This design comes from an exercise in tuning for small area and a short achievable clock period on the open sky130 flow, not from production work. Only simulation tests tie the RTL to the original design; equivalence was not proved.

===== design/flow/config.mk =====
export PLATFORM = sky130hd
export DESIGN_NAME = GameModeEazy
export DESIGN_NICKNAME = GameModeEazy
export VERILOG_FILES = /design/flow/design.v
export SDC_FILE = /design/flow/constraint.sdc
export NUM_CORES = 4
export LEC_CHECK = 0
export CAP_MARGIN = 20
export CORE_MARGIN = 2
export CORE_UTILIZATION = 30
export GPL_ROUTABILITY_DRIVEN = 1
export SLEW_MARGIN = 20

===== design/flow/constraint.sdc =====
create_clock -name core_clock -period 28.0 [get_ports {clk}]
set_input_delay 5.6000 -clock core_clock [delete_from_list [all_inputs] [get_ports {clk}]]
set_output_delay 5.6000 -clock core_clock [all_outputs]
set_load 0.01 [all_outputs]

===== design/flow/design.v =====
`timescale 1ns / 1ps
module judge(
	input [63:0]num,
	output [15:0] judge
    );
assign judge[0] = (num[3:0]==4'b0000)?1'b0:1'b1;	
assign judge[1] = (num[7:4]==4'b0000)?1'b0:1'b1;
assign judge[2] = (num[11:8]==4'b0000)?1'b0:1'b1;
assign judge[3] = (num[15:12]==4'b0000)?1'b0:1'b1;
assign judge[4] = (num[19:16]==4'b0000)?1'b0:1'b1;
assign judge[5] = (num[23:20]==4'b0000)?1'b0:1'b1;
assign judge[6] = (num[27:24]==4'b0000)?1'b0:1'b1;
assign judge[7] = (num[31:28]==4'b0000)?1'b0:1'b1;
assign judge[8] = (num[35:32]==4'b0000)?1'b0:1'b1;
assign judge[9] = (num[39:36]==4'b0000)?1'b0:1'b1;
assign judge[10] = (num[43:40]==4'b0000)?1'b0:1'b1;
assign judge[11] = (num[47:44]==4'b0000)?1'b0:1'b1;
assign judge[12] = (num[51:48]==4'b0000)?1'b0:1'b1;
assign judge[13] = (num[55:52]==4'b0000)?1'b0:1'b1;
assign judge[14] = (num[59:56]==4'b0000)?1'b0:1'b1;
assign judge[15] = (num[63:60]==4'b0000)?1'b0:1'b1;
endmodule
`timescale 1ns / 1ps
module GameModeEazy(
input wire clk,
input wire rst,
input wire load,
input wire [63:0] load_board,
input wire [3:0]btn,
input wire [3:0]mode,
output wire [63:0] num,
output wire [15:0] judge
    );
reg [63:0] num_reg; 
reg [63:0] num_reg_last;
reg [3:0]position_reg;
reg [1:0]count;
assign num = num_reg;
judge m0(.num(num),.judge(judge));
always @ (posedge clk)
if (rst) begin
	num_reg = 64'b0001000000000000000000000000000000000000000000000000000000010000;
	count = 2'b00;
end
else if (load) begin
	num_reg = load_board;
end
else if (mode==4'b0011) begin
	if (count==2'b11) count=2'b00; else count=count+1'b1;
	num_reg_last=num_reg;
		if (btn[0]==1)
		begin		
			if (num_reg[3:0]==4'b0000)
				begin
					num_reg[3:0]=num_reg[19:16];
					num_reg[19:16]=4'b0000;
				end
			if (num_reg[7:4]==4'b0000)
				begin
					num_reg[7:4]=num_reg[23:20];
					num_reg[23:20]=4'b0000;
				end	
			if (num_reg[11:8]==4'b0000)
				begin
					num_reg[11:8]=num_reg[27:24];
					num_reg[27:24]=4'b0000;
				end	
			if (num_reg[15:12]==4'b0000)
				begin
					num_reg[15:12]=num_reg[31:28];
					num_reg[31:28]=4'b0000;
				end	
			if (num_reg[19:16]==4'b0000)
				begin
					num_reg[19:16]=num_reg[35:32];
					num_reg[35:32]=4'b0000;
				end
			if (num_reg[23:20]==4'b0000)
				begin
					num_reg[23:20]=num_reg[39:36];
					num_reg[39:36]=4'b0000;
				end	
			if (num_reg[27:24]==4'b0000)
				begin
					num_reg[27:24]=num_reg[43:40];
					num_reg[43:40]=4'b0000;
				end	
			if (num_reg[31:28]==4'b0000)
				begin
					num_reg[31:28]=num_reg[47:44];
					num_reg[47:44]=4'b0000;
				end	
			if (num_reg[3:0]==4'b0000)
				begin
					num_reg[3:0]=num_reg[19:16];
					num_reg[19:16]=4'b0000;
				end
			if (num_reg[7:4]==4'b0000)
				begin
					num_reg[7:4]=num_reg[23:20];
					num_reg[23:20]=4'b0000;
				end	
			if (num_reg[11:8]==4'b0000)
				begin
					num_reg[11:8]=num_reg[27:24];
					num_reg[27:24]=4'b0000;
				end	
			if (num_reg[15:12]==4'b0000)
				begin
					num_reg[15:12]=num_reg[31:28];
					num_reg[31:28]=4'b0000;
				end	
			if (num_reg[35:32]==4'b0000)
				begin
					num_reg[35:32]=num_reg[51:48];
					num_reg[51:48]=4'b0000;
				end
			if (num_reg[39:36]==4'b0000)
				begin
					num_reg[39:36]=num_reg[55:52];
					num_reg[55:52]=4'b0000;
				end	
			if (num_reg[43:40]==4'b0000)
				begin
					num_reg[43:40]=num_reg[59:56];
					num_reg[59:56]=4'b0000;
				end	
			if (num_reg[47:44]==4'b0000)
				begin
					num_reg[47:44]=num_reg[63:60];
					num_reg[63:60]=4'b0000;
				end		
			if (num_reg[19:16]==4'b0000)
				begin
					num_reg[19:16]=num_reg[35:32];
					num_reg[35:32]=4'b0000;
				end
			if (num_reg[23:20]==4'b0000)
				begin
					num_reg[23:20]=num_reg[39:36];
					num_reg[39:36]=4'b0000;
				end	
			if (num_reg[27:24]==4'b0000)
				begin
					num_reg[27:24]=num_reg[43:40];
					num_reg[43:40]=4'b0000;
				end	
			if (num_reg[31:28]==4'b0000)
				begin
					num_reg[31:28]=num_reg[47:44];
					num_reg[47:44]=4'b0000;
				end	
			if (num_reg[3:0]==4'b0000)
				begin
					num_reg[3:0]=num_reg[19:16];
					num_reg[19:16]=4'b0000;
				end
			if (num_reg[7:4]==4'b0000)
				begin
					num_reg[7:4]=num_reg[23:20];
					num_reg[23:20]=4'b0000;
				end	
			if (num_reg[11:8]==4'b0000)
				begin
					num_reg[11:8]=num_reg[27:24];
					num_reg[27:24]=4'b0000;
				end	
			if (num_reg[15:12]==4'b0000)
				begin
					num_reg[15:12]=num_reg[31:28];
					num_reg[31:28]=4'b0000;
				end	
			if (num_reg[3:0]==num_reg[19:16] && num_reg[3:0]!=4'b0000)
				begin
					num_reg[3:0]=num_reg[3:0]+1'b1;
					num_reg[19:16]=4'b0000;
				end
			if (num_reg[7:4]==num_reg[23:20] && num_reg[7:4]!=4'b0000)
				begin
					num_reg[7:4]=num_reg[7:4]+1'b1;
					num_reg[23:20]=4'b0000;
				end	
			if (num_reg[11:8]==num_reg[27:24] && num_reg[11:8]!=4'b0000)
				begin
					num_reg[11:8]=num_reg[11:8]+1'b1;
					num_reg[27:24]=4'b0000;
				end	
			if (num_reg[15:12]==num_reg[31:28] && num_reg[15:12]!=4'b0000)
				begin
					num_reg[15:12]=num_reg[15:12]+1'b1;
					num_reg[31:28]=4'b0000;
				end	
			if (num_reg[35:32]==num_reg[19:16] && num_reg[35:32]!=4'b0000)
				begin
					num_reg[19:16]=num_reg[19:16]+1'b1;
					num_reg[35:32]=4'b0000;
				end
			if (num_reg[23:20]==num_reg[39:36] && num_reg[23:20]!=4'b000)
				begin
					num_reg[23:20]=num_reg[23:20]+1'b1;
					num_reg[39:36]=4'b0000;
				end	
			if (num_reg[43:40]==num_reg[27:24] && num_reg[43:40]!=4'b0000)
				begin
					num_reg[27:24]=num_reg[27:24]+1'b1;
					num_reg[43:40]=4'b0000;
				end	
			if (num_reg[47:44]==num_reg[31:28] && num_reg[47:44]!=4'b0000)
				begin
					num_reg[31:28]=num_reg[31:28]+1'b1;
					num_reg[47:44]=4'b0000;
				end	
			if (num_reg[35:32]==num_reg[51:48] && num_reg[35:32]!=4'b0000)
				begin
					num_reg[35:32]=num_reg[35:32]+1'b1;
					num_reg[51:48]=4'b0000;
				end
			if (num_reg[55:52]==num_reg[39:36] && num_reg[55:52]!=4'b0000) 
				begin
					num_reg[39:36]=num_reg[39:36]+1'b1;
					num_reg[55:52]=4'b0000;
				end	
			if (num_reg[43:40]==num_reg[59:56] && num_reg[43:40]!=4'b0000)
				begin
					num_reg[43:40]=num_reg[43:40]+1'b1;
					num_reg[59:56]=4'b0000;
				end	
			if (num_reg[47:44]==num_reg[63:60] && num_reg[47:44]!=4'b0000)
				begin
					num_reg[47:44]=num_reg[47:44]+1'b1;
					num_reg[63:60]=4'b0000;
				end		
			if (num_reg[3:0]==4'b0000)
				begin
					num_reg[3:0]=num_reg[19:16];
					num_reg[19:16]=4'b0000;
				end
			if (num_reg[7:4]==4'b0000)
				begin
					num_reg[7:4]=num_reg[23:20];
					num_reg[23:20]=4'b0000;
				end	
			if (num_reg[11:8]==4'b0000)
				begin
					num_reg[11:8]=num_reg[27:24];
					num_reg[27:24]=4'b0000;
				end	
			if (num_reg[15:12]==4'b0000)
				begin
					num_reg[15:12]=num_reg[31:28];
					num_reg[31:28]=4'b0000;
				end	
			if (num_reg[19:16]==4'b0000)
				begin
					num_reg[19:16]=num_reg[35:32];
					num_reg[35:32]=4'b0000;
				end
			if (num_reg[23:20]==4'b0000)
				begin
					num_reg[23:20]=num_reg[39:36];
					num_reg[39:36]=4'b0000;
				end	
			if (num_reg[27:24]==4'b0000)
				begin
					num_reg[27:24]=num_reg[43:40];
					num_reg[43:40]=4'b0000;
				end	
			if (num_reg[31:28]==4'b0000)
				begin
					num_reg[31:28]=num_reg[47:44];
					num_reg[47:44]=4'b0000;
				end	
			if (num_reg[3:0]==4'b0000)
				begin
					num_reg[3:0]=num_reg[19:16];
					num_reg[19:16]=4'b0000;
				end
			if (num_reg[7:4]==4'b0000)
				begin
					num_reg[7:4]=num_reg[23:20];
					num_reg[23:20]=4'b0000;
				end	
			if (num_reg[11:8]==4'b0000)
				begin
					num_reg[11:8]=num_reg[27:24];
					num_reg[27:24]=4'b0000;
				end	
			if (num_reg[15:12]==4'b0000)
				begin
					num_reg[15:12]=num_reg[31:28];
					num_reg[31:28]=4'b0000;
				end	
			if (num_reg[35:32]==4'b0000)
				begin
					num_reg[35:32]=num_reg[51:48];
					num_reg[51:48]=4'b0000;
				end
			if (num_reg[39:36]==4'b0000)
				begin
					num_reg[39:36]=num_reg[55:52];
					num_reg[55:52]=4'b0000;
				end	
			if (num_reg[43:40]==4'b0000)
				begin
					num_reg[43:40]=num_reg[59:56];
					num_reg[59:56]=4'b0000;
				end	
			if (num_reg[47:44]==4'b0000)
				begin
					num_reg[47:44]=num_reg[63:60];
					num_reg[63:60]=4'b0000;
				end		
			if (num_reg[19:16]==4'b0000)
				begin
					num_reg[19:16]=num_reg[35:32];
					num_reg[35:32]=4'b0000;
				end
			if (num_reg[23:20]==4'b0000)
				begin
					num_reg[23:20]=num_reg[39:36];
					num_reg[39:36]=4'b0000;
				end	
			if (num_reg[27:24]==4'b0000)
				begin
					num_reg[27:24]=num_reg[43:40];
					num_reg[43:40]=4'b0000;
				end	
			if (num_reg[31:28]==4'b0000)
				begin
					num_reg[31:28]=num_reg[47:44];
					num_reg[47:44]=4'b0000;
				end	
			if (num_reg[3:0]==4'b0000)
				begin
					num_reg[3:0]=num_reg[19:16];
					num_reg[19:16]=4'b0000;
				end
			if (num_reg[7:4]==4'b0000)
				begin
					num_reg[7:4]=num_reg[23:20];
					num_reg[23:20]=4'b0000;
				end	
			if (num_reg[11:8]==4'b0000)
				begin
					num_reg[11:8]=num_reg[27:24];
					num_reg[27:24]=4'b0000;
				end	
			if (num_reg[15:12]==4'b0000)
				begin
					num_reg[15:12]=num_reg[31:28];
					num_reg[31:28]=4'b0000;
				end	
			end		
	else if (btn[1]==1)
		begin	
			if (num_reg[51:48]==4'b0000)
				begin
					num_reg[51:48]=num_reg[35:32];
					num_reg[35:32]=4'b0000;
				end
			if (num_reg[55:52]==4'b0000)
				begin
					num_reg[55:52]=num_reg[39:36];
					num_reg[39:36]=4'b0000;
				end	
			if (num_reg[59:56]==4'b0000)
				begin
					num_reg[59:56]=num_reg[43:40];
					num_reg[43:40]=4'b0000;
				end	
			if (num_reg[63:60]==4'b0000)
				begin
					num_reg[63:60]=num_reg[47:44];
					num_reg[47:44]=4'b0000;
				end	
			if (num_reg[35:32]==4'b0000)
				begin
					num_reg[35:32]=num_reg[19:16];
					num_reg[19:16]=4'b0000;
				end
			if (num_reg[39:36]==4'b0000)
				begin
					num_reg[39:36]=num_reg[23:20];
					num_reg[23:20]=4'b0000;
				end	
			if (num_reg[43:40]==4'b0000)
				begin
					num_reg[43:40]=num_reg[27:24];
					num_reg[27:24]=4'b0000;
				end	
			if (num_reg[47:44]==4'b0000)
				begin
					num_reg[47:44]=num_reg[31:28];
					num_reg[31:28]=4'b0000;
				end	
			if (num_reg[51:48]==4'b0000)
				begin
					num_reg[51:48]=num_reg[35:32];
					num_reg[35:32]=4'b0000;
				end
			if (num_reg[55:52]==4'b0000)
				begin
					num_reg[55:52]=num_reg[39:36];
					num_reg[39:36]=4'b0000;
				end	
			if (num_reg[59:56]==4'b0000)
				begin
					num_reg[59:56]=num_reg[43:40];
					num_reg[43:40]=4'b0000;
				end	
			if (num_reg[63:60]==4'b0000)
				begin
					num_reg[63:60]=num_reg[47:44];
					num_reg[47:44]=4'b0000;
				end	
			if (num_reg[19:16]==4'b0000)
				begin
					num_reg[19:16]=num_reg[3:0];
					num_reg[3:0]=4'b0000;
				end
			if (num_reg[23:20]==4'b0000)
				begin
					num_reg[23:20]=num_reg[7:4];
					num_reg[7:4]=4'b0000;
				end	
			if (num_reg[27:24]==4'b0000)
				begin
					num_reg[27:24]=num_reg[11:8];
					num_reg[11:8]=4'b0000;
				end	
			if (num_reg[31:28]==4'b0000)
				begin
					num_reg[31:28]=num_reg[15:12];
					num_reg[15:12]=4'b0000;
				end		
			if (num_reg[35:32]==4'b0000)
				begin
					num_reg[35:32]=num_reg[19:16];
					num_reg[19:16]=4'b0000;
				end
			if (num_reg[39:36]==4'b0000)
				begin
					num_reg[39:36]=num_reg[23:20];
					num_reg[23:20]=4'b0000;
				end	
			if (num_reg[43:40]==4'b0000)
				begin
					num_reg[43:40]=num_reg[27:24];
					num_reg[27:24]=4'b0000;
				end	
			if (num_reg[47:44]==4'b0000)
				begin
					num_reg[47:44]=num_reg[31:28];
					num_reg[31:28]=4'b0000;
				end	
			if (num_reg[51:48]==4'b0000)
				begin
					num_reg[51:48]=num_reg[35:32];
					num_reg[35:32]=4'b0000;
				end
			if (num_reg[55:52]==4'b0000)
				begin
					num_reg[55:52]=num_reg[39:36];
					num_reg[39:36]=4'b0000;
				end	
			if (num_reg[59:56]==4'b0000)
				begin
					num_reg[59:56]=num_reg[43:40];
					num_reg[43:40]=4'b0000;
				end	
			if (num_reg[63:60]==4'b0000)
				begin
					num_reg[63:60]=num_reg[47:44];
					num_reg[47:44]=4'b0000;
				end	
			if (num_reg[51:48]==num_reg[35:32] && num_reg[51:48]!=4'b0000)
				begin
					num_reg[51:48]=num_reg[51:48]+1'b1;
					num_reg[35:32]=4'b0000;
				end
			if (num_reg[55:52]==num_reg[39:36] && num_reg[55:52]!=4'b0000)
				begin
					num_reg[55:52]=num_reg[55:52]+1'b1;
					num_reg[39:36]=4'b0000;
				end	
			if (num_reg[59:56]==num_reg[43:40] && num_reg[59:56]!=4'b0000)
				begin
					num_reg[59:56]=num_reg[59:56]+1'b1;
					num_reg[43:40]=4'b0000;
				end	
			if (num_reg[63:60]==num_reg[47:44] && num_reg[63:60]!=4'b0000)
				begin
					num_reg[63:60]=num_reg[63:60]+1'b1;
					num_reg[47:44]=4'b0000;
				end	
			if (num_reg[35:32]==num_reg[19:16] && num_reg[35:32]!=4'b0000)
				begin
					num_reg[35:32]=num_reg[35:32]+1'b1;
					num_reg[19:16]=4'b0000;
				end
			if (num_reg[39:36]==num_reg[23:20] && num_reg[39:36]!=4'b0000)
				begin
					num_reg[39:36]=num_reg[39:36]+1'b1;
					num_reg[23:20]=4'b0000;
				end	
			if (num_reg[43:40]==num_reg[27:24] && num_reg[43:40]!=4'b0000)
				begin
					num_reg[43:40]=num_reg[43:40]+1'b1;
					num_reg[27:24]=4'b0000;
				end	
			if (num_reg[47:44]==num_reg[31:28] && num_reg[47:44]!=4'b0000)
				begin
					num_reg[47:44]=num_reg[47:44]+1'b1;
					num_reg[31:28]=4'b0000;
				end	
			if (num_reg[19:16]==num_reg[3:0] && num_reg[19:16]!=4'b0000)
				begin
					num_reg[19:16]=num_reg[19:16]+1'b1;
					num_reg[3:0]=4'b0000;
				end
			if (num_reg[23:20]==num_reg[7:4] && num_reg[23:20]!=4'b0000)
				begin
					num_reg[23:20]=num_reg[23:20]+1'b1;
					num_reg[7:4]=4'b0000;
				end	
			if (num_reg[27:24]==num_reg[11:8] && num_reg[27:24]!=4'b0000)
				begin
					num_reg[27:24]=num_reg[27:24]+1'b1;
					num_reg[11:8]=4'b0000;
				end	
			if (num_reg[31:28]==num_reg[15:12] && num_reg[31:28]!=4'b0000)
				begin
					num_reg[31:28]=num_reg[31:28]+1'b1;
					num_reg[15:12]=4'b0000;
				end		
			if (num_reg[51:48]==4'b0000)
				begin
					num_reg[51:48]=num_reg[35:32];
					num_reg[35:32]=4'b0000;
				end
			if (num_reg[55:52]==4'b0000)
				begin
					num_reg[55:52]=num_reg[39:36];
					num_reg[39:36]=4'b0000;
				end	
			if (num_reg[59:56]==4'b0000)
				begin
					num_reg[59:56]=num_reg[43:40];
					num_reg[43:40]=4'b0000;
				end	
			if (num_reg[63:60]==4'b0000)
				begin
					num_reg[63:60]=num_reg[47:44];
					num_reg[47:44]=4'b0000;
				end	
			if (num_reg[35:32]==4'b0000)
				begin
					num_reg[35:32]=num_reg[19:16];
					num_reg[19:16]=4'b0000;
				end
			if (num_reg[39:36]==4'b0000)
				begin
					num_reg[39:36]=num_reg[23:20];
					num_reg[23:20]=4'b0000;
				end	
			if (num_reg[43:40]==4'b0000)
				begin
					num_reg[43:40]=num_reg[27:24];
					num_reg[27:24]=4'b0000;
				end	
			if (num_reg[47:44]==4'b0000)
				begin
					num_reg[47:44]=num_reg[31:28];
					num_reg[31:28]=4'b0000;
				end	
			if (num_reg[51:48]==4'b0000)
				begin
					num_reg[51:48]=num_reg[35:32];
					num_reg[35:32]=4'b0000;
				end
			if (num_reg[55:52]==4'b0000)
				begin
					num_reg[55:52]=num_reg[39:36];
					num_reg[39:36]=4'b0000;
				end	
			if (num_reg[59:56]==4'b0000)
				begin
					num_reg[59:56]=num_reg[43:40];
					num_reg[43:40]=4'b0000;
				end	
			if (num_reg[63:60]==4'b0000)
				begin
					num_reg[63:60]=num_reg[47:44];
					num_reg[47:44]=4'b0000;
				end	
			if (num_reg[19:16]==4'b0000)
				begin
					num_reg[19:16]=num_reg[3:0];
					num_reg[3:0]=4'b0000;
				end
			if (num_reg[23:20]==4'b0000)
				begin
					num_reg[23:20]=num_reg[7:4];
					num_reg[7:4]=4'b0000;
				end	
			if (num_reg[27:24]==4'b0000)
				begin
					num_reg[27:24]=num_reg[11:8];
					num_reg[11:8]=4'b0000;
				end	
			if (num_reg[31:28]==4'b0000)
				begin
					num_reg[31:28]=num_reg[15:12];
					num_reg[15:12]=4'b0000;
				end		
			if (num_reg[35:32]==4'b0000)
				begin
					num_reg[35:32]=num_reg[19:16];
					num_reg[19:16]=4'b0000;
				end
			if (num_reg[39:36]==4'b0000)
				begin
					num_reg[39:36]=num_reg[23:20];
					num_reg[23:20]=4'b0000;
				end	
			if (num_reg[43:40]==4'b0000)
				begin
					num_reg[43:40]=num_reg[27:24];
					num_reg[27:24]=4'b0000;
				end	
			if (num_reg[47:44]==4'b0000)
				begin
					num_reg[47:44]=num_reg[31:28];
					num_reg[31:28]=4'b0000;
				end	
			if (num_reg[51:48]==4'b0000)
				begin
					num_reg[51:48]=num_reg[35:32];
					num_reg[35:32]=4'b0000;
				end
			if (num_reg[55:52]==4'b0000)
				begin
					num_reg[55:52]=num_reg[39:36];
					num_reg[39:36]=4'b0000;
				end	
			if (num_reg[59:56]==4'b0000)
				begin
					num_reg[59:56]=num_reg[43:40];
					num_reg[43:40]=4'b0000;
				end	
			if (num_reg[63:60]==4'b0000)
				begin
					num_reg[63:60]=num_reg[47:44];
					num_reg[47:44]=4'b0000;
				end	
			end	
	else if(btn[2]==1)
	begin
			if (num_reg[3:0]==4'b0000)
				begin
					num_reg[3:0]=num_reg[7:4];
					num_reg[7:4]=4'b0000;
				end
			if (num_reg[19:16]==4'b0000)
				begin
					num_reg[19:16]=num_reg[23:20];
					num_reg[23:20]=4'b0000;
				end	
			if (num_reg[35:32]==4'b0000)
				begin
					num_reg[35:32]=num_reg[39:36];
					num_reg[39:36]=4'b0000;
				end	
			if (num_reg[51:48]==4'b0000)
				begin
					num_reg[51:48]=num_reg[55:52];
					num_reg[55:52]=4'b0000;
				end	
			if (num_reg[7:4]==4'b0000)
				begin
					num_reg[7:4]=num_reg[11:8];
					num_reg[11:8]=4'b0000;
				end
			if (num_reg[23:20]==4'b0000)
				begin
					num_reg[23:20]=num_reg[27:24];
					num_reg[27:24]=4'b0000;
				end	
			if (num_reg[39:36]==4'b0000)
				begin
					num_reg[39:36]=num_reg[43:40];
					num_reg[43:40]=4'b0000;
				end	
			if (num_reg[55:52]==4'b0000)
				begin
					num_reg[55:52]=num_reg[59:56];
					num_reg[59:56]=4'b0000;
				end	
			if (num_reg[3:0]==4'b0000)
				begin
					num_reg[3:0]=num_reg[7:4];
					num_reg[7:4]=4'b0000;
				end
			if (num_reg[19:16]==4'b0000)
				begin
					num_reg[19:16]=num_reg[23:20];
					num_reg[23:20]=4'b0000;
				end	
			if (num_reg[35:32]==4'b0000)
				begin
					num_reg[35:32]=num_reg[39:36];
					num_reg[39:36]=4'b0000;
				end	
			if (num_reg[51:48]==4'b0000)
				begin
					num_reg[51:48]=num_reg[55:52];
					num_reg[55:52]=4'b0000;
				end	
			if (num_reg[11:8]==4'b0000)
				begin
					num_reg[11:8]=num_reg[15:12];
					num_reg[15:12]=4'b0000;
				end
			if (num_reg[27:24]==4'b0000)
				begin
					num_reg[27:24]=num_reg[31:28];
					num_reg[31:28]=4'b0000;
				end	
			if (num_reg[43:40]==4'b0000)
				begin
					num_reg[43:40]=num_reg[47:44];
					num_reg[47:44]=4'b0000;
				end	
			if (num_reg[59:56]==4'b0000)
				begin
					num_reg[59:56]=num_reg[63:60];
					num_reg[63:60]=4'b0000;
				end		
			if (num_reg[7:4]==4'b0000)
				begin
					num_reg[7:4]=num_reg[11:8];
					num_reg[11:8]=4'b0000;
				end
			if (num_reg[23:20]==4'b0000)
				begin
					num_reg[23:20]=num_reg[27:24];
					num_reg[27:24]=4'b0000;
				end	
			if (num_reg[39:36]==4'b0000)
				begin
					num_reg[39:36]=num_reg[43:40];
					num_reg[43:40]=4'b0000;
				end	
			if (num_reg[55:52]==4'b0000)
				begin
					num_reg[55:52]=num_reg[59:56];
					num_reg[59:56]=4'b0000;
				end	
			if (num_reg[3:0]==4'b0000)
				begin
					num_reg[3:0]=num_reg[7:4];
					num_reg[7:4]=4'b0000;
				end
			if (num_reg[19:16]==4'b0000)
				begin
					num_reg[19:16]=num_reg[23:20];
					num_reg[23:20]=4'b0000;
				end	
			if (num_reg[35:32]==4'b0000)
				begin
					num_reg[35:32]=num_reg[39:36];
					num_reg[39:36]=4'b0000;
				end	
			if (num_reg[51:48]==4'b0000)
				begin
					num_reg[51:48]=num_reg[55:52];
					num_reg[55:52]=4'b0000;
				end	
			if (num_reg[3:0]==num_reg[7:4] && num_reg[3:0]!=4'b0000)
				begin
					num_reg[3:0]=num_reg[3:0]+1'b1;
					num_reg[7:4]=4'b0000;
				end
			if (num_reg[19:16]==num_reg[23:20] && num_reg[19:16]!=4'b0000)
				begin
					num_reg[19:16]=num_reg[19:16]+1'b1;
					num_reg[23:20]=4'b0000;
				end	
			if (num_reg[35:32]==num_reg[39:36] && num_reg[35:32]!=4'b0000)
				begin
					num_reg[35:32]=num_reg[35:32]+1'b1;
					num_reg[39:36]=4'b0000;
				end	
			if (num_reg[51:48]==num_reg[55:52] && num_reg[51:48]!=4'b0000)
				begin
					num_reg[51:48]=num_reg[51:48]+1'b1;
					num_reg[55:52]=4'b0000;
				end	
			if (num_reg[7:4]==num_reg[11:8] && num_reg[7:4]!=4'b0000)
				begin
					num_reg[7:4]=num_reg[7:4]+1'b1;
					num_reg[11:8]=4'b0000;
				end
			if (num_reg[23:20]==num_reg[27:24] && num_reg[23:20]!=4'b0000)
				begin
					num_reg[23:20]=num_reg[23:20]+1'b1;
					num_reg[27:24]=4'b0000;
				end	
			if (num_reg[39:36]==num_reg[43:40] && num_reg[39:36]!=4'b0000)
				begin
					num_reg[39:36]=num_reg[39:36]+1'b1;
					num_reg[43:40]=4'b0000;
				end	
			if (num_reg[55:52]==num_reg[59:56] && num_reg[55:52]!=4'b0000)
				begin
					num_reg[55:52]=num_reg[55:52]+1'b1;
					num_reg[59:56]=4'b0000;
				end	
			if (num_reg[11:8]==num_reg[15:12] && num_reg[11:8]!=4'b0000)
				begin
					num_reg[11:8]=num_reg[11:8]+1'b1;
					num_reg[15:12]=4'b0000;
				end
			if (num_reg[27:24]==num_reg[31:28] && num_reg[27:24]!=4'b0000)
				begin
					num_reg[27:24]=num_reg[27:24]+1'b1;
					num_reg[31:28]=4'b0000;
				end	
			if (num_reg[43:40]==num_reg[47:44] && num_reg[43:40]!=4'b0000)
				begin
					num_reg[43:40]=num_reg[43:40]+1'b1;
					num_reg[47:44]=4'b0000;
				end	
			if (num_reg[59:56]==num_reg[63:60] && num_reg[59:56]!=4'b0000)
				begin
					num_reg[59:56]=num_reg[59:56]+1'b1;
					num_reg[63:60]=4'b0000;
				end		
			if (num_reg[3:0]==4'b0000)
				begin
					num_reg[3:0]=num_reg[7:4];
					num_reg[7:4]=4'b0000;
				end
			if (num_reg[19:16]==4'b0000)
				begin
					num_reg[19:16]=num_reg[23:20];
					num_reg[23:20]=4'b0000;
				end	
			if (num_reg[35:32]==4'b0000)
				begin
					num_reg[35:32]=num_reg[39:36];
					num_reg[39:36]=4'b0000;
				end	
			if (num_reg[51:48]==4'b0000)
				begin
					num_reg[51:48]=num_reg[55:52];
					num_reg[55:52]=4'b0000;
				end	
			if (num_reg[7:4]==4'b0000)
				begin
					num_reg[7:4]=num_reg[11:8];
					num_reg[11:8]=4'b0000;
				end
			if (num_reg[23:20]==4'b0000)
				begin
					num_reg[23:20]=num_reg[27:24];
					num_reg[27:24]=4'b0000;
				end	
			if (num_reg[39:36]==4'b0000)
				begin
					num_reg[39:36]=num_reg[43:40];
					num_reg[43:40]=4'b0000;
				end	
			if (num_reg[55:52]==4'b0000)
				begin
					num_reg[55:52]=num_reg[59:56];
					num_reg[59:56]=4'b0000;
				end	
			if (num_reg[3:0]==4'b0000)
				begin
					num_reg[3:0]=num_reg[7:4];
					num_reg[7:4]=4'b0000;
				end
			if (num_reg[19:16]==4'b0000)
				begin
					num_reg[19:16]=num_reg[23:20];
					num_reg[23:20]=4'b0000;
				end	
			if (num_reg[35:32]==4'b0000)
				begin
					num_reg[35:32]=num_reg[39:36];
					num_reg[39:36]=4'b0000;
				end	
			if (num_reg[51:48]==4'b0000)
				begin
					num_reg[51:48]=num_reg[55:52];
					num_reg[55:52]=4'b0000;
				end	
			if (num_reg[11:8]==4'b0000)
				begin
					num_reg[11:8]=num_reg[15:12];
					num_reg[15:12]=4'b0000;
				end
			if (num_reg[27:24]==4'b0000)
				begin
					num_reg[27:24]=num_reg[31:28];
					num_reg[31:28]=4'b0000;
				end	
			if (num_reg[43:40]==4'b0000)
				begin
					num_reg[43:40]=num_reg[47:44];
					num_reg[47:44]=4'b0000;
				end	
			if (num_reg[59:56]==4'b0000)
				begin
					num_reg[59:56]=num_reg[63:60];
					num_reg[63:60]=4'b0000;
				end		
			if (num_reg[7:4]==4'b0000)
				begin
					num_reg[7:4]=num_reg[11:8];
					num_reg[11:8]=4'b0000;
				end
			if (num_reg[23:20]==4'b0000)
				begin
					num_reg[23:20]=num_reg[27:24];
					num_reg[27:24]=4'b0000;
				end	
			if (num_reg[39:36]==4'b0000)
				begin
					num_reg[39:36]=num_reg[43:40];
					num_reg[43:40]=4'b0000;
				end	
			if (num_reg[55:52]==4'b0000)
				begin
					num_reg[55:52]=num_reg[59:56];
					num_reg[59:56]=4'b0000;
				end	
			if (num_reg[3:0]==4'b0000)
				begin
					num_reg[3:0]=num_reg[7:4];
					num_reg[7:4]=4'b0000;
				end
			if (num_reg[19:16]==4'b0000)
				begin
					num_reg[19:16]=num_reg[23:20];
					num_reg[23:20]=4'b0000;
				end	
			if (num_reg[35:32]==4'b0000)
				begin
					num_reg[35:32]=num_reg[39:36];
					num_reg[39:36]=4'b0000;
				end	
			if (num_reg[51:48]==4'b0000)
				begin
					num_reg[51:48]=num_reg[55:52];
					num_reg[55:52]=4'b0000;
				end	
		end	
	else if(btn[3]==1)
	begin		
			if (num_reg[15:12]==4'b0000)
				begin
					num_reg[15:12]=num_reg[11:8];
					num_reg[11:8]=4'b0000;
				end
			if (num_reg[31:28]==4'b0000)
				begin
					num_reg[31:28]=num_reg[27:24];
					num_reg[27:24]=4'b0000;
				end	
			if (num_reg[47:44]==4'b0000)
				begin
					num_reg[47:44]=num_reg[43:40];
					num_reg[43:40]=4'b0000;
				end	
			if (num_reg[63:60]==4'b0000)
				begin
					num_reg[63:60]=num_reg[59:56];
					num_reg[59:56]=4'b0000;
				end	
			if (num_reg[11:8]==4'b0000)
				begin
					num_reg[11:8]=num_reg[7:4];
					num_reg[7:4]=4'b0000;
				end
			if (num_reg[27:24]==4'b0000)
				begin
					num_reg[27:24]=num_reg[23:20];
					num_reg[23:20]=4'b0000;
				end	
			if (num_reg[43:40]==4'b0000)
				begin
					num_reg[43:40]=num_reg[39:36];
					num_reg[39:36]=4'b0000;
				end	
			if (num_reg[59:56]==4'b0000)
				begin
					num_reg[59:56]=num_reg[55:52];
					num_reg[55:52]=4'b0000;
				end	
			if (num_reg[15:12]==4'b0000)
				begin
					num_reg[15:12]=num_reg[11:8];
					num_reg[11:8]=4'b0000;
				end
			if (num_reg[31:28]==4'b0000)
				begin
					num_reg[31:28]=num_reg[27:24];
					num_reg[27:24]=4'b0000;
				end	
			if (num_reg[47:44]==4'b0000)
				begin
					num_reg[47:44]=num_reg[43:40];
					num_reg[43:40]=4'b0000;
				end	
			if (num_reg[63:60]==4'b0000)
				begin
					num_reg[63:60]=num_reg[59:56];
					num_reg[59:56]=4'b0000;
				end	
			if (num_reg[7:4]==4'b0000)
				begin
					num_reg[7:4]=num_reg[3:0];
					num_reg[3:0]=4'b0000;
				end
			if (num_reg[23:20]==4'b0000)
				begin
					num_reg[23:20]=num_reg[19:16];
					num_reg[19:16]=4'b0000;
				end	
			if (num_reg[39:36]==4'b0000)
				begin
					num_reg[39:36]=num_reg[35:32];
					num_reg[35:32]=4'b0000;
				end	
			if (num_reg[55:52]==4'b0000)
				begin
					num_reg[55:52]=num_reg[51:48];
					num_reg[51:48]=4'b0000;
				end		
			if (num_reg[11:8]==4'b0000)
				begin
					num_reg[11:8]=num_reg[7:4];
					num_reg[7:4]=4'b0000;
				end
			if (num_reg[27:24]==4'b0000)
				begin
					num_reg[27:24]=num_reg[23:20];
					num_reg[23:20]=4'b0000;
				end	
			if (num_reg[43:40]==4'b0000)
				begin
					num_reg[43:40]=num_reg[39:36];
					num_reg[39:36]=4'b0000;
				end	
			if (num_reg[59:56]==4'b0000)
				begin
					num_reg[59:56]=num_reg[55:52];
					num_reg[55:52]=4'b0000;
				end	
			if (num_reg[15:12]==4'b0000)
				begin
					num_reg[15:12]=num_reg[11:8];
					num_reg[11:8]=4'b0000;
				end
			if (num_reg[31:28]==4'b0000)
				begin
					num_reg[31:28]=num_reg[27:24];
					num_reg[27:24]=4'b0000;
				end	
			if (num_reg[47:44]==4'b0000)
				begin
					num_reg[47:44]=num_reg[43:40];
					num_reg[43:40]=4'b0000;
				end	
			if (num_reg[63:60]==4'b0000)
				begin
					num_reg[63:60]=num_reg[59:56];
					num_reg[59:56]=4'b0000;
				end	
			if (num_reg[15:12]==num_reg[11:8] && num_reg[15:12]!=4'b0000)
				begin
					num_reg[15:12]=num_reg[15:12]+1'b1;
					num_reg[11:8]=4'b0000;
				end
			if (num_reg[31:28]==num_reg[27:24] && num_reg[31:28]!=4'b0000)
				begin
					num_reg[31:28]=num_reg[31:28]+1'b1;
					num_reg[27:24]=4'b0000;
				end	
			if (num_reg[47:44]==num_reg[43:40] && num_reg[47:44]!=4'b0000)
				begin
					num_reg[47:44]=num_reg[47:44]+1'b1;
					num_reg[43:40]=4'b0000;
				end	
			if (num_reg[63:60]==num_reg[59:56] && num_reg[63:60]!=4'b0000)
				begin
					num_reg[63:60]=num_reg[63:60]+1'b1;
					num_reg[59:56]=4'b0000;
				end	
			if (num_reg[11:8]==num_reg[7:4] && num_reg[11:8]!=4'b0000)
				begin
					num_reg[11:8]=num_reg[11:8]+1'b1;
					num_reg[7:4]=4'b0000;
				end
			if (num_reg[27:24]==num_reg[23:20] && num_reg[27:24]!=4'b0000)
				begin
					num_reg[27:24]=num_reg[27:24]+1'b1;
					num_reg[23:20]=4'b0000;
				end	
			if (num_reg[43:40]==num_reg[39:36] && num_reg[43:40]!=4'b0000)
				begin
					num_reg[43:40]=num_reg[43:40]+1'b1;
					num_reg[39:36]=4'b0000;
				end	
			if (num_reg[59:56]==num_reg[55:52] && num_reg[59:56]!=4'b0000)
				begin
					num_reg[59:56]=num_reg[59:56]+1'b1;
					num_reg[55:52]=4'b0000;
				end	
			if (num_reg[7:4]==num_reg[3:0] && num_reg[7:4]!=4'b0000)
				begin
					num_reg[7:4]=num_reg[7:4]+1'b1;
					num_reg[3:0]=4'b0000;
				end
			if (num_reg[23:20]==num_reg[19:16] && num_reg[23:20]!=4'b0000)
				begin
					num_reg[23:20]=num_reg[23:20]+1'b1;
					num_reg[19:16]=4'b0000;
				end	
			if (num_reg[39:36]==num_reg[35:32] && num_reg[39:36]!=4'b0000)
				begin
					num_reg[39:36]=num_reg[39:36]+1'b1;
					num_reg[35:32]=4'b0000;
				end	
			if (num_reg[55:52]==num_reg[51:48] && num_reg[55:52]!=4'b0000)
				begin
					num_reg[55:52]=num_reg[55:52]+1'b1;
					num_reg[51:48]=4'b0000;
				end		
			if (num_reg[15:12]==4'b0000)
				begin
					num_reg[15:12]=num_reg[11:8];
					num_reg[11:8]=4'b0000;
				end
			if (num_reg[31:28]==4'b0000)
				begin
					num_reg[31:28]=num_reg[27:24];
					num_reg[27:24]=4'b0000;
				end	
			if (num_reg[47:44]==4'b0000)
				begin
					num_reg[47:44]=num_reg[43:40];
					num_reg[43:40]=4'b0000;
				end	
			if (num_reg[63:60]==4'b0000)
				begin
					num_reg[63:60]=num_reg[59:56];
					num_reg[59:56]=4'b0000;
				end	
			if (num_reg[11:8]==4'b0000)
				begin
					num_reg[11:8]=num_reg[7:4];
					num_reg[7:4]=4'b0000;
				end
			if (num_reg[27:24]==4'b0000)
				begin
					num_reg[27:24]=num_reg[23:20];
					num_reg[23:20]=4'b0000;
				end	
			if (num_reg[43:40]==4'b0000)
				begin
					num_reg[43:40]=num_reg[39:36];
					num_reg[39:36]=4'b0000;
				end	
			if (num_reg[59:56]==4'b0000)
				begin
					num_reg[59:56]=num_reg[55:52];
					num_reg[55:52]=4'b0000;
				end	
			if (num_reg[15:12]==4'b0000)
				begin
					num_reg[15:12]=num_reg[11:8];
					num_reg[11:8]=4'b0000;
				end
			if (num_reg[31:28]==4'b0000)
				begin
					num_reg[31:28]=num_reg[27:24];
					num_reg[27:24]=4'b0000;
				end	
			if (num_reg[47:44]==4'b0000)
				begin
					num_reg[47:44]=num_reg[43:40];
					num_reg[43:40]=4'b0000;
				end	
			if (num_reg[63:60]==4'b0000)
				begin
					num_reg[63:60]=num_reg[59:56];
					num_reg[59:56]=4'b0000;
				end	
			if (num_reg[7:4]==4'b0000)
				begin
					num_reg[7:4]=num_reg[3:0];
					num_reg[3:0]=4'b0000;
				end
			if (num_reg[23:20]==4'b0000)
				begin
					num_reg[23:20]=num_reg[19:16];
					num_reg[19:16]=4'b0000;
				end	
			if (num_reg[39:36]==4'b0000)
				begin
					num_reg[39:36]=num_reg[35:32];
					num_reg[35:32]=4'b0000;
				end	
			if (num_reg[55:52]==4'b0000)
				begin
					num_reg[55:52]=num_reg[51:48];
					num_reg[51:48]=4'b0000;
				end		
			if (num_reg[11:8]==4'b0000)
				begin
					num_reg[11:8]=num_reg[7:4];
					num_reg[7:4]=4'b0000;
				end
			if (num_reg[27:24]==4'b0000)
				begin
					num_reg[27:24]=num_reg[23:20];
					num_reg[23:20]=4'b0000;
				end	
			if (num_reg[43:40]==4'b0000)
				begin
					num_reg[43:40]=num_reg[39:36];
					num_reg[39:36]=4'b0000;
				end	
			if (num_reg[59:56]==4'b0000)
				begin
					num_reg[59:56]=num_reg[55:52];
					num_reg[55:52]=4'b0000;
				end	
			if (num_reg[15:12]==4'b0000)
				begin
					num_reg[15:12]=num_reg[11:8];
					num_reg[11:8]=4'b0000;
				end
			if (num_reg[31:28]==4'b0000)
				begin
					num_reg[31:28]=num_reg[27:24];
					num_reg[27:24]=4'b0000;
				end	
			if (num_reg[47:44]==4'b0000)
				begin
					num_reg[47:44]=num_reg[43:40];
					num_reg[43:40]=4'b0000;
				end	
			if (num_reg[63:60]==4'b0000)
				begin
					num_reg[63:60]=num_reg[59:56];
					num_reg[59:56]=4'b0000;
				end	
		end	
		if (num_reg !=num_reg_last) begin
		if (count==2'b00) position_reg=4'b0000;
		if (count==2'b01) position_reg=4'b0101;
		if (count==2'b10) position_reg=4'b1010;
		if (count==2'b11) position_reg=4'b1111;
		if (num_reg[4*position_reg+3]!=0 || num_reg[4*position_reg+2]!=0 || num_reg[4*position_reg+1]!=0 ||num_reg[4*position_reg]!=0) position_reg=(position_reg==4'b1111)?4'b0000:position_reg+1'b1;
		if (num_reg[4*position_reg+3]!=0 || num_reg[4*position_reg+2]!=0 || num_reg[4*position_reg+1]!=0 ||num_reg[4*position_reg]!=0) position_reg=(position_reg==4'b1111)?4'b0000:position_reg+1'b1;
		if (num_reg[4*position_reg+3]!=0 || num_reg[4*position_reg+2]!=0 || num_reg[4*position_reg+1]!=0 ||num_reg[4*position_reg]!=0) position_reg=(position_reg==4'b1111)?4'b0000:position_reg+1'b1;
		if (num_reg[4*position_reg+3]!=0 || num_reg[4*position_reg+2]!=0 || num_reg[4*position_reg+1]!=0 ||num_reg[4*position_reg]!=0) position_reg=(position_reg==4'b1111)?4'b0000:position_reg+1'b1;
		if (num_reg[4*position_reg+3]!=0 || num_reg[4*position_reg+2]!=0 || num_reg[4*position_reg+1]!=0 ||num_reg[4*position_reg]!=0) position_reg=(position_reg==4'b1111)?4'b0000:position_reg+1'b1;
		if (num_reg[4*position_reg+3]!=0 || num_reg[4*position_reg+2]!=0 || num_reg[4*position_reg+1]!=0 ||num_reg[4*position_reg]!=0) position_reg=(position_reg==4'b1111)?4'b0000:position_reg+1'b1;
		if (num_reg[4*position_reg+3]!=0 || num_reg[4*position_reg+2]!=0 || num_reg[4*position_reg+1]!=0 ||num_reg[4*position_reg]!=0) position_reg=(position_reg==4'b1111)?4'b0000:position_reg+1'b1;
		if (num_reg[4*position_reg+3]!=0 || num_reg[4*position_reg+2]!=0 || num_reg[4*position_reg+1]!=0 ||num_reg[4*position_reg]!=0) position_reg=(position_reg==4'b1111)?4'b0000:position_reg+1'b1;
		if (num_reg[4*position_reg+3]!=0 || num_reg[4*position_reg+2]!=0 || num_reg[4*position_reg+1]!=0 ||num_reg[4*position_reg]!=0) position_reg=(position_reg==4'b1111)?4'b0000:position_reg+1'b1;
		if (num_reg[4*position_reg+3]!=0 || num_reg[4*position_reg+2]!=0 || num_reg[4*position_reg+1]!=0 ||num_reg[4*position_reg]!=0) position_reg=(position_reg==4'b1111)?4'b0000:position_reg+1'b1;
		if (num_reg[4*position_reg+3]!=0 || num_reg[4*position_reg+2]!=0 || num_reg[4*position_reg+1]!=0 ||num_reg[4*position_reg]!=0) position_reg=(position_reg==4'b1111)?4'b0000:position_reg+1'b1;
		if (num_reg[4*position_reg+3]!=0 || num_reg[4*position_reg+2]!=0 || num_reg[4*position_reg+1]!=0 ||num_reg[4*position_reg]!=0) position_reg=(position_reg==4'b1111)?4'b0000:position_reg+1'b1;
		if (num_reg[4*position_reg+3]!=0 || num_reg[4*position_reg+2]!=0 || num_reg[4*position_reg+1]!=0 ||num_reg[4*position_reg]!=0) position_reg=(position_reg==4'b1111)?4'b0000:position_reg+1'b1;
		if (num_reg[4*position_reg+3]!=0 || num_reg[4*position_reg+2]!=0 || num_reg[4*position_reg+1]!=0 ||num_reg[4*position_reg]!=0) position_reg=(position_reg==4'b1111)?4'b0000:position_reg+1'b1;
		if (num_reg[4*position_reg+3]!=0 || num_reg[4*position_reg+2]!=0 || num_reg[4*position_reg+1]!=0 ||num_reg[4*position_reg]!=0) position_reg=(position_reg==4'b1111)?4'b0000:position_reg+1'b1;
		if (num_reg[4*position_reg+3]!=0 || num_reg[4*position_reg+2]!=0 || num_reg[4*position_reg+1]!=0 ||num_reg[4*position_reg]!=0) position_reg=(position_reg==4'b1111)?4'b0000:position_reg+1'b1;
		if (num_reg[3:0]>4'b0111 || num_reg[7:4]>4'b0111 || num_reg[11:8]>4'b0111 || num_reg[15:12]>4'b0111 || 
			 num_reg[19:16]>4'b0111 || num_reg[23:20]>4'b0111 || num_reg[27:24]>4'b0111 || num_reg[31:28]>4'b0111 ||
			 num_reg[35:32]>4'b0111 || num_reg[39:36]>4'b0111 || num_reg[43:40]>4'b0111 || num_reg[47:44]>4'b0111 ||
			 num_reg[51:48]>4'b0111 || num_reg[55:52]>4'b0111 || num_reg[59:56]>4'b0111 || num_reg[63:60]>4'b0111)
		num_reg[4*position_reg +: 4]=4'b0010;
		else
		num_reg[4*position_reg +: 4]=4'b0001;
	end	
end	
endmodule

===== design/flow/run.sh =====
#!/bin/bash
# synth_recipe.tcl (not shown) runs the flow's synth.tcl, then flattens the netlist and writes it again
# the make line also repeats each setting of config.mk as NAME=value (left out here)
make -C /OpenROAD-flow-scripts/flow DESIGN_CONFIG=/design/flow/config.mk WORK_HOME=/design/flow/orfs CLKGATE_MAP_FILE= SYNTH_SCRIPT=/design/flow/synth_recipe.tcl finish

==> results.sh <==
export IMPL_r2r_slack_ps=1040
export IMPL_dieArea_sq_um=153000
export IMPL_ctsRootBufferMaster="clkbuf_16"
export IMPL_worstSetupStartpoint="num_reg[21]$_SDFFE_PP0P_"
export IMPL_synthesis_nets=7016
export IMPL_clockBufferDepth=2
export IMPL_hold_violations=0
export IMPL_avgSynthCellArea_sq_um=6.59
export IMPL_drv_slew=0
export IMPL_largest_reg_flops=64
export IMPL_start_kind="flip-flop"
export IMPL_synth_common_cells="a21oi_1, nor2_1, nand2_1"
export IMPL_grt_start_max_net_pins=68
export IMPL_worst_path_most_repeated_cell="buf_4"
export IMPL_wl_per_cell_um=31.3
export IMPL_fin_crit_ps=26960
export IMPL_die_w_um=391
export IMPL_port_buffers=154
export IMPL_yosysMostFrequentCell="a21oi_1"
export IMPL_reg2reg_from="num_reg[21]$_SDFFE_PP0P_"
export IMPL_dp_hpwl_mm=229
export IMPL_synth_warnings=1
export IMPL_fin_skew_ps=22.1
export IMPL_coreArea_sq_um=149000
export IMPL_netlist_instances=6829
export IMPL_ios=155
export IMPL_grt_overflow_total=0
export IMPL_rr_endpoint="num_reg[44]$_SDFFE_PP0P_"
export IMPL_place_congestion=1.11
export IMPL_synth_seq_cells=69
export IMPL_htree_levels=3
export IMPL_drv_cap=0
export IMPL_slew_headroom_pct=13.3
export IMPL_crit_path_end_kind="flip-flop"
export IMPL_synth_top_cell_area_share_pct=6.90
export IMPL_cts_tree="yes"
export IMPL_async_flop_share_pct=0
export IMPL_area_growth_pct=18.8
export IMPL_clock_fmax_mhz=37.1
export IMPL_yosysTopAreaCell="a21oi_1"
export IMPL_grt_usage_pct=35.8
export IMPL_crit_family="compound AO/OA/AOI/OAI gates"
export IMPL_grt_pass1_wl_mm=410
export IMPL_chipHeight_um=391
export IMPL_dr_pass1_iters=8
export IMPL_via_count=63100
export IMPL_antenna_found_initial=23
export IMPL_path_max_fanout=17
export IMPL_yosysSeqAreaShare_pct=3.14
export IMPL_clkTransAtPathRegs_ps=80
export IMPL_endpoint="num_reg[44]$_SDFFE_PP0P_"
export IMPL_hold_start="count[1]$_SDFFE_PP0P_"
export IMPL_worst_pin_slew_ps=1300
export IMPL_cts_sinks=69
export IMPL_drtAntennaViolNets=0
export IMPL_path_class="reg2reg"
export IMPL_hold_buffers=0
export IMPL_first_iter_violations=9609
export IMPL_crit_path_max_incr_delay_ps=580
export IMPL_crit_buf_inv=24
export IMPL_cp_arrival_ps=27260
export IMPL_r2r_cells=115
export IMPL_whs_ps=571
export IMPL_required_ps=28310
export IMPL_vias_per_cell=6.83
export IMPL_placed_cell_area_sq_um=51900
export IMPL_hold_path_class="reg2reg"
export IMPL_cp_slowest_cell="mux4_2"
export IMPL_initial_utilization_pct=30.1
export IMPL_clkLatencyLatePin_ps=420
export IMPL_post_route_drc_count=0
export IMPL_drive_gt1_share_pct=17.2
export IMPL_crit_cells=115
export IMPL_drt_wl_total_mm=289
export IMPL_grt_pass1_vias=57500
export IMPL_layout_nets=7383
export IMPL_synth_enable_flop_cells=3
export IMPL_final_cell_area_sq_um=53400
export IMPL_syn_area_sq_um=45000
export IMPL_ys_top_cells_by_area="a21oi_1, nor2_1, nand2_1, xnor2_1, o21ai_0"
export IMPL_synth_ff_type="dfxtp_1"
export IMPL_finalSetupViolCount=0
export IMPL_synth_cell_types=149
export IMPL_fin_crit_sh_pct=96.3
export IMPL_numCtsBuffers=9
export IMPL_status="no timing/DRC/antenna violations"
export IMPL_rows=142
layer usage:
| metal | vias to the layer above | track usage (%) | part of all wire, % |
|---|---|---|---|
| met4 | 14 | 17.6 | 6.2 |
| met2 | 4408 | 52.5 | 41 |
| met1 | 30400 | 47.7 | 41 |
| li1 | 27400 | - | - |
| met3 | 872 | 9.97 | 13 |
| met5 | - | 0 | 0.038 |
worst min path at each step:
stage | endpoint | cells after the start
finish | count[1]$_SDFFE_PP0P_ | 2
global route | count[0]$_SDFFE_PP0P_ | 2
CTS | count[1]$_SDFFE_PP0P_ | 2
detailed placement | count[1]$_SDFFE_PP0P_ | 2
global placement | count[1]$_SDFFE_PP0P_ | 2
floorplan | count[0]$_SDFFE_PP0P_ | 2
layout by cell type (no fill, tap or decap), drive strengths merged, types with 39 or more instances in the layout:
master         netlist  final
o22ai               75     75
a221oi              87     87
nand4               93     93
a31oi              124    124
o21a                69     69
mux2                66     66
a21o               102    102
a21boi              60     60
and2                99     99
inv                265    265
nor3               293    293
nand2              594    594
and3                81     81
or2                 75     75
o221ai              39     39
buf                174    671
o21ai              475    475
dfxtp               66     66
ha                 112    112
a211oi             129    129
nand2b              59     59
or3                 63     63
a22oi               81     81
a22o                67     67
mux2i              169    169
mux4                52     52
a211o               52     52
o31ai              112    112
clkdlybuf4s50        0    148
nand3              268    268
a21oi              624    624
nor2               609    609
xnor2              244    244
a31o                48     48
o211ai             107    107
nor4                88     88
xor2                62     62
worst min-delay path, stage by stage (launching register included):
cell and delay [ps]:
dfxtp_1 360, nor2_1 120, a211oi_1 50
stage by stage:
stage | instances | utilization [%] | TNS [ps] | setup WS, ps
final | 9229 | 35.8 | 0 | 1040
after global routing | 9219 | 35.7 | -172 | -110
after CTS | 9186 | 34.9 | 0 | 140
after detailed placement | 9171 | 34.8 | 0 | 292
after global placement | 9170 | 34.7 | 0 | 341
after floorplan | 6829 | - | 0 | 138
cell families (layout without fill, tap and decap cells):
group	count (synthesis)	count (layout)	share of synthesized area, %
AO/OA/AOI/OAI	2807	2807	44.3
XOR/XNOR	306	306	6.21
adder cells (fa/ha/maj)	116	116	3.20
buffers and inverters	740	1111	6.88
flip-flops	69	69	3.14
multiplexers	287	287	8.14
other	0	13	0
AND/OR/NAND/NOR	2504	2504	28.2
final cells by class:
| type | instances | area (sq um) |
|---|---|---|
| fillers | 16200 | 96000 |
| multi-input cells | 6020 | 41500 |
| repair buffers | 819 | 6600 |
| well taps | 2016 | 2520 |
| flip-flops and latches | 69 | 1420 |
| inverters | 277 | 1050 |
| clock buffers | 11 | 243 |
| clock inverters | 4 | 50.0 |
| diodes | 13 | 32.5 |
repair_timing:
item                       in CTS  in global routing
gates resized for setup         0                195
hold endpoints to repair        0                  0
setup buffers                   0                 29
setup endpoints to repair       0                 66

static timing again, ports no longer ideal:
Ports are ideal in the flow. The routed layout listed here was re-timed in OpenROAD.
Step 1 assumes that a clkbuf_16 drives the clock port and a buf_2 every other input.
Step 2 moves the port delays by t, midway between the first and last clock arrival at a register: inputs arrive t later, outputs are due t later. That takes back most of the time a late clock gives input paths.
a / b / c = ideal ports / drivers / drivers and shift; a / b = the first two.
t, ns: 0.467
setup WS [ns]: 1.045 / 1.045 / 0.736
hold WS [ns]: 0.571 / 0.571 / 0.571
worst setup path after step 2: input to register
latest minus earliest clock arrival (ns): 0.022 / 0.022
After both steps this run still meets setup and hold. The setup slack of this run moves by 0.000 ns with the drivers and by -0.309 ns with both steps.
